Source: an optimization exercise on an open RTL-to-GDS flow (aim: small area). Production flows keep margins and buffers that such runs may drop.
Function was checked by simulation only, so behaviour that the tests miss may differ from the original.
No activity file was given, so power comes from the tool's default toggle rates.

Design fb_read_control, start of the top module:
module fb_read_control #
(
    parameter int BURST_SIZE = 48,
    parameter int PIXEL_SIZE = 24,
    parameter int MEMORY_WIDTH = 128,
    parameter int VOUT_WIDTH = 1280,
    parameter int VOUT_HEIGHT = 720,
    parameter int VOUT_H_FRONT_PORCH = 110,
    parameter int VOUT_H_SYNC_WIDTH = 40,
    parameter int VOUT_H_BACK_PORCH = 220,
    parameter int VOUT_V_FRONT_PORCH = 5,
    parameter int VOUT_V_SYNC_WIDTH = 5,
    parameter int VOUT_V_BACK_PORCH = 20,
    parameter BACKGROUND_TYPE = "GRADIENT"
)
(
    input  logic                    rstn_i,
    input  logic                    vout_clk_i,
    output logic                    vout_hsync_o,
    output logic                    vout_vsync_o,
    output logic                    vout_de_o,
    output logic [7:0]              vout_r_o,
    output logic [7:0]              vout_g_o,
    output logic [7:0]              vout_b_o,
    output logic [10:0]             vout_h_count_o,
    output logic [9:0]              vout_v_count_o,
    input  logic [9:0]              vin_width_i,
    input  logic [8:0]              vin_height_i,
    input  logic [10:0]             vout_width_i,
    input  logic [9:0]              vout_height_i,
    input  logic [PIXEL_SIZE-1:0]   vout_bg_color_i,
    output logic                    vout_buf_data_req_o,
    output logic [8:0]              vout_buf_rd_line_o,
    output logic [9:0]              vout_buf_rd_pixel_o,
    output logic [9:0]              vout_buf_rd_word_o,
    input  logic                    vout_buf_rd_complete_i,
    output logic                    vout_frame_update_o,
    output logic                    vout_buf_rd_en_o,
    input  logic [23:0]             vout_buf_rd_data_i
);
clock: 8.0 ns
lec_check: 0
cap_margin: 20
core_margin: 2
core_utilization: 40
slew_margin: 20
standard.sh (not shown) runs the stock make flow with config.mk's settings and CLKGATE_MAP_FILE= SYNTH_SCRIPT=/design/flow/synth_recipe.tcl, a recipe that flattens the netlist after the stock synthesis.
==> flow/flow/run.sh <==
#!/bin/bash
# Layout flow: the standard ORFS flow (standard.sh) with these changes:
#  - port buffers use the smallest buffer cell (buf_1);
#  - clock tree synthesis uses clkbuf_4/clkbuf_8 and inserts no dummy loads;
#  - after the standard synthesis, the combinational logic is optimised further; registers are
#    untouched. flow/polarity.py removes inverters around full-adder cells, then ABC maps the
#    logic between registers and full adders again with an area-oriented script
#    (flow/abc_resynth.script), once with the half-adder cells kept and once with them opened up;
#    the smaller netlist is used. Each netlist is proven equal to the synthesized one (flip-flops
#    cut into ports, SAT miter); a netlist that is not proven equal is not used.
# Each tool writes its full output to its own log file in this folder.
set -uo pipefail
export BUFFER_PORTS_ARGS="-buffer_cell sky130_fd_sc_hd__buf_1"
export CTS_ARGS="-sink_clustering_enable -repair_clock_nets -dont_use_dummy_load -buf_list {sky130_fd_sc_hd__clkbuf_4 sky130_fd_sc_hd__clkbuf_8}"
R=orfs/results/${FLOW_PLATFORM:-sky130hd}/fb_read_control/base
LIB=$FLOW_HOME/platforms/sky130hd/lib/sky130_fd_sc_hd__tt_025C_1v80.lib
PERIOD_PS=$(awk "BEGIN{print int(${FLOW_PERIOD_NS:-8} * 1000)}")

bash standard.sh synth > synth.log 2>&1 || exit 1
cp "$R/1_2_yosys.v" synth_netlist.v
python3 flow/cutff.py synth_netlist.v eq_gold.v > cutff.log 2>&1 || exit 1

# prove NETLIST equal to the synthesized one; log to equiv_TAG.log
prove() {
  python3 flow/cutff.py "$1" "eq_$2.v" >> cutff.log 2>&1 || return 1
  yosys -p "read_liberty -overwrite -ignore_miss_func $LIB; read_verilog eq_gold.v; rename fb_read_control gold; read_verilog eq_$2.v; rename fb_read_control gate; hierarchy -check; flatten; miter -equiv -flatten -make_outputs gold gate miter; hierarchy -top miter; sat -verify -prove trigger 0 miter" > "equiv_$2.log" 2>&1
}
# cell area of a netlist
area() {
  yosys -p "read_liberty -lib $LIB; read_verilog $1; stat -liberty $LIB" > "area_$2.log" 2>&1
  awk '/Chip area for module/ {print $NF}' "area_$2.log" | tail -1
}

use=synth_netlist.v
best=$(area synth_netlist.v synth)
start=synth_netlist.v
if python3 flow/polarity.py synth_netlist.v polarity_netlist.v > polarity.log 2>&1 && prove polarity_netlist.v polarity; then
  start=polarity_netlist.v
  a=$(area polarity_netlist.v polarity)
  if awk "BEGIN{exit !($a < $best)}"; then use=polarity_netlist.v; best=$a; fi
fi
# resynthesis keeping these cells: flip-flops, tie cells, full adders (and half adders in "ha")
for tag in noha ha; do
  pat='__(df|edf|conb|fa_)'
  [[ $tag == ha ]] && pat='__(df|edf|conb|fa_|ha_)'
  KEEP=$(grep -o "sky130_fd_sc_hd__[a-z0-9_]*" $start | sort -u | grep -E "$pat" | tr '\n' ' ')
  out=resynth_$tag.v
  if yosys -p "read_liberty -overwrite -ignore_miss_func $LIB; read_verilog $start; blackbox $KEEP; hierarchy -top fb_read_control; flatten; opt_clean; abc -script flow/abc_resynth.script -liberty $LIB $(cat flow/dont_use.txt) -constr flow/abc.constr -D $PERIOD_PS; opt_clean -purge; write_verilog -noattr -noexpr $out" > "resynth_$tag.log" 2>&1 && prove $out $tag; then
    a=$(area $out $tag)
    if awk "BEGIN{exit !($a < $best)}"; then use=$out; best=$a; fi
  fi
done
echo "using $use, cell area $best" > netlist_choice.log
if [[ $use != synth_netlist.v ]]; then
  cp $use "$R/1_2_yosys.v"
  rm -f "$R/1_synth.odb" "$R/1_synth.sdc"
fi

bash standard.sh > standard_flow.log 2>&1
Other scripts of this flow, unchanged in this note and not shown: flow/flow/abc.constr, flow/flow/abc_resynth.script, flow/flow/cutff.py, flow/flow/dont_use.txt, flow/flow/polarity.py
The first run went through all stages and came out clean.
Next try:
--- a/flow/design.v
+++ b/flow/design.v
@@ -10,16 +10,38 @@
     assign c[0] = ci;
     genvar i;
     generate
         for (i = 0; i < W; i = i + 1) begin : g_bit
             assign {c[i+1], s[i]} = a[i] + b[i] + c[i];
         end
     endgenerate
     assign co = c[W];
+endmodule
+module fbr_sum_eq2
+(
+    input  logic        sel_v,
+    input  logic [10:0] a,
+    input  logic [10:0] b,
+    input  logic        ci,
+    output logic        eq
+);
+    logic [10:0] k;
+    logic [10:0] x;
+    logic [10:0] ok;
+    assign k = sel_v ? 11'd389 : 11'd1009;
+    assign x = a ^ b ^ k;
+    assign ok[0] = (x[0] == ci);
+    genvar i;
+    generate
+        for (i = 1; i < 11; i = i + 1) begin : g_bit
+            assign ok[i] = (((a[i-1] & b[i-1]) | (x[i-1] & (a[i-1] ^ b[i-1]))) == x[i]);
+        end
+    endgenerate
+    assign eq = &ok;
 endmodule
 module fb_read_control #
 (
     parameter int BURST_SIZE = 48,
     parameter int PIXEL_SIZE = 24,
     parameter int MEMORY_WIDTH = 128,
     parameter int VOUT_WIDTH = 1280,
     parameter int VOUT_HEIGHT = 720,
@@ -84,30 +106,27 @@
     end
 end
 assign vout_hsync_o = (h >= 11'd111) && (h <= 11'd150);
 assign vout_vsync_o = ((v == 10'd5) && (h >= 11'd111)) || ((v >= 10'd6) && (v <= 10'd9)) ||
                       ((v == 10'd10) && (h <= 11'd110));
 assign vout_de_o = ((h >= 11'd371) && (v >= 10'd30)) || (h_zero && ((v >= 10'd31) || vout_frame_update_o));
 logic in_v;
 logic active;
-logic [9:0]  pv;
-logic [10:0] ph;
-logic        pv_co, ph_co;
-fbr_add #(10) u_pv (.a(v), .b(10'd634),  .ci(1'b0), .s(pv), .co(pv_co));    
-fbr_add #(11) u_ph (.a(h), .b(11'd1039), .ci(1'b0), .s(ph), .co(ph_co));    
-wire [9:0]  mv = pv[9]  ? {~pv[8:0], ~vout_height_i[0]} : {pv[8:0], 1'b1};
-wire [10:0] mh = ph[10] ? {~ph[9:0], ~vout_width_i[0]}  : {ph[9:0], 1'b1};
-logic mv_lt, mh_lt;
-logic [9:0]  mv_d;
-logic [10:0] mh_d;
-fbr_add #(10) u_mv (.a(mv), .b(~vout_height_i), .ci(1'b1), .s(mv_d), .co(mv_lt));   
-fbr_add #(11) u_mh (.a(mh), .b(~vout_width_i),  .ci(1'b1), .s(mh_d), .co(mh_lt));   
-assign in_v = ~mv_lt;
-wire   h_in = ~mh_lt;
+logic v_hit, h_hit;
+wire [9:0]  qv = {1'b0, vout_height_i[9:1]};
+wire [10:0] qh = {1'b0, vout_width_i[10:1]};
+logic hit;
+fbr_sum_eq2 u_hit (.sel_v(h_last),
+                   .a(h_last ? {1'b0, v} : h),
+                   .b(h_last ? (in_v ? {1'b1, ~qv} : {1'b0, qv}) : (active ? ~qh : qh)),
+                   .ci(h_last ? (in_v | vout_height_i[0]) : (active | vout_width_i[0])),
+                   .eq(hit));
+assign v_hit = hit;
+assign h_hit = hit;
 logic [10:0] xcnt;
 logic [9:0]  cx;
 logic [9:0]  ycnt;
 logic [8:0]  cy;
 logic        first_line;
 logic        prev_active;
 logic        rd_pending;
 logic [10:0] acc, addend, modulus;
@@ -123,21 +142,29 @@
 wire yinc = binc;
 logic [9:0] cx_inc;
 logic [8:0] cy_inc;
 logic       cx_co, cy_co;
 fbr_add #(10) u_cx_inc (.a(cx), .b(10'd0), .ci(1'b1), .s(cx_inc), .co(cx_co));
 fbr_add #(9)  u_cy_inc (.a(cy), .b(9'd0), .ci(1'b1), .s(cy_inc), .co(cy_co));
 always_ff @(posedge vout_clk_i or negedge rstn_i) begin
     if (!rstn_i) begin
+        in_v <= 0;
         active <= 0;
         prev_active <= 0;
     end else begin
         prev_active <= active;
-        active <= in_v & h_in;
+        if (h_last) begin
+            in_v <= in_v ^ v_hit;
+            active <= 0;
+        end else if (active) begin
+            active <= !h_hit;
+        end else begin
+            active <= in_v & h_hit;
+        end
     end
 end
 always_ff @(posedge vout_clk_i) begin
     rd_pending <= !active || xinc;
     first_line <= !in_v;
     if (active) begin
         xcnt <= bnext;
         if (xinc) cx <= cx_inc;
Fmax climbs by 1.5%.
Cell count climbs by 3.5%.
Worst hold slack is worse by 0.041 ns.
Area after synthesis climbs by 1.5%.
Final area climbs by 1.1%.
Via count drops by 1.5%.
Die area climbs by 1.4%.
Core utilization drops by 0.88 points.
Combinational power climbs to 4.8 times its value.
Power climbs by 59%.
Sequential power climbs by 11%.
First-iteration DRC count drops by 9.1%.
Routed wire length drops by 5.6%.

static timing again, ports no longer ideal:
The flow's constraints put no driver on any port. The routed layouts listed below were extracted and timed again, unchanged, in two steps. Step 1 (the two cells are an assumption about what drives the block):
set clk [get_ports {vout_clk_i}]
set_driving_cell -lib_cell sky130_fd_sc_hd__clkbuf_16 $clk
set_driving_cell -lib_cell sky130_fd_sc_hd__buf_2 [delete_from_list [all_inputs] $clk]
Step 2 adds t to the input delays and takes it off the output delays; t is the mean of the earliest and latest rising clock arrival at the registers after step 1. Input paths then give back, and output paths get back, about the clock's delay inside the block. Slacks: ideal ports / drivers / drivers and shift; pairs: ideal ports / drivers.
run | shift t [ns] | setup slack, ns | clock arrival spread, ns | worst data-port slew with drivers (ns)
the first run | 0.414 | 0.326 / 0.338 / -0.076 | 0.027 / 0.028 | 0.06
the second run | 0.411 | 0.443 / 0.457 / 0.046 | 0.033 / 0.033 | 0.06
With both steps, setup timing fails in the first run, where it was met with ideal ports. The setup slack of the first run, which loses most, moves by +0.012 ns with the drivers and by -0.402 ns with both steps.
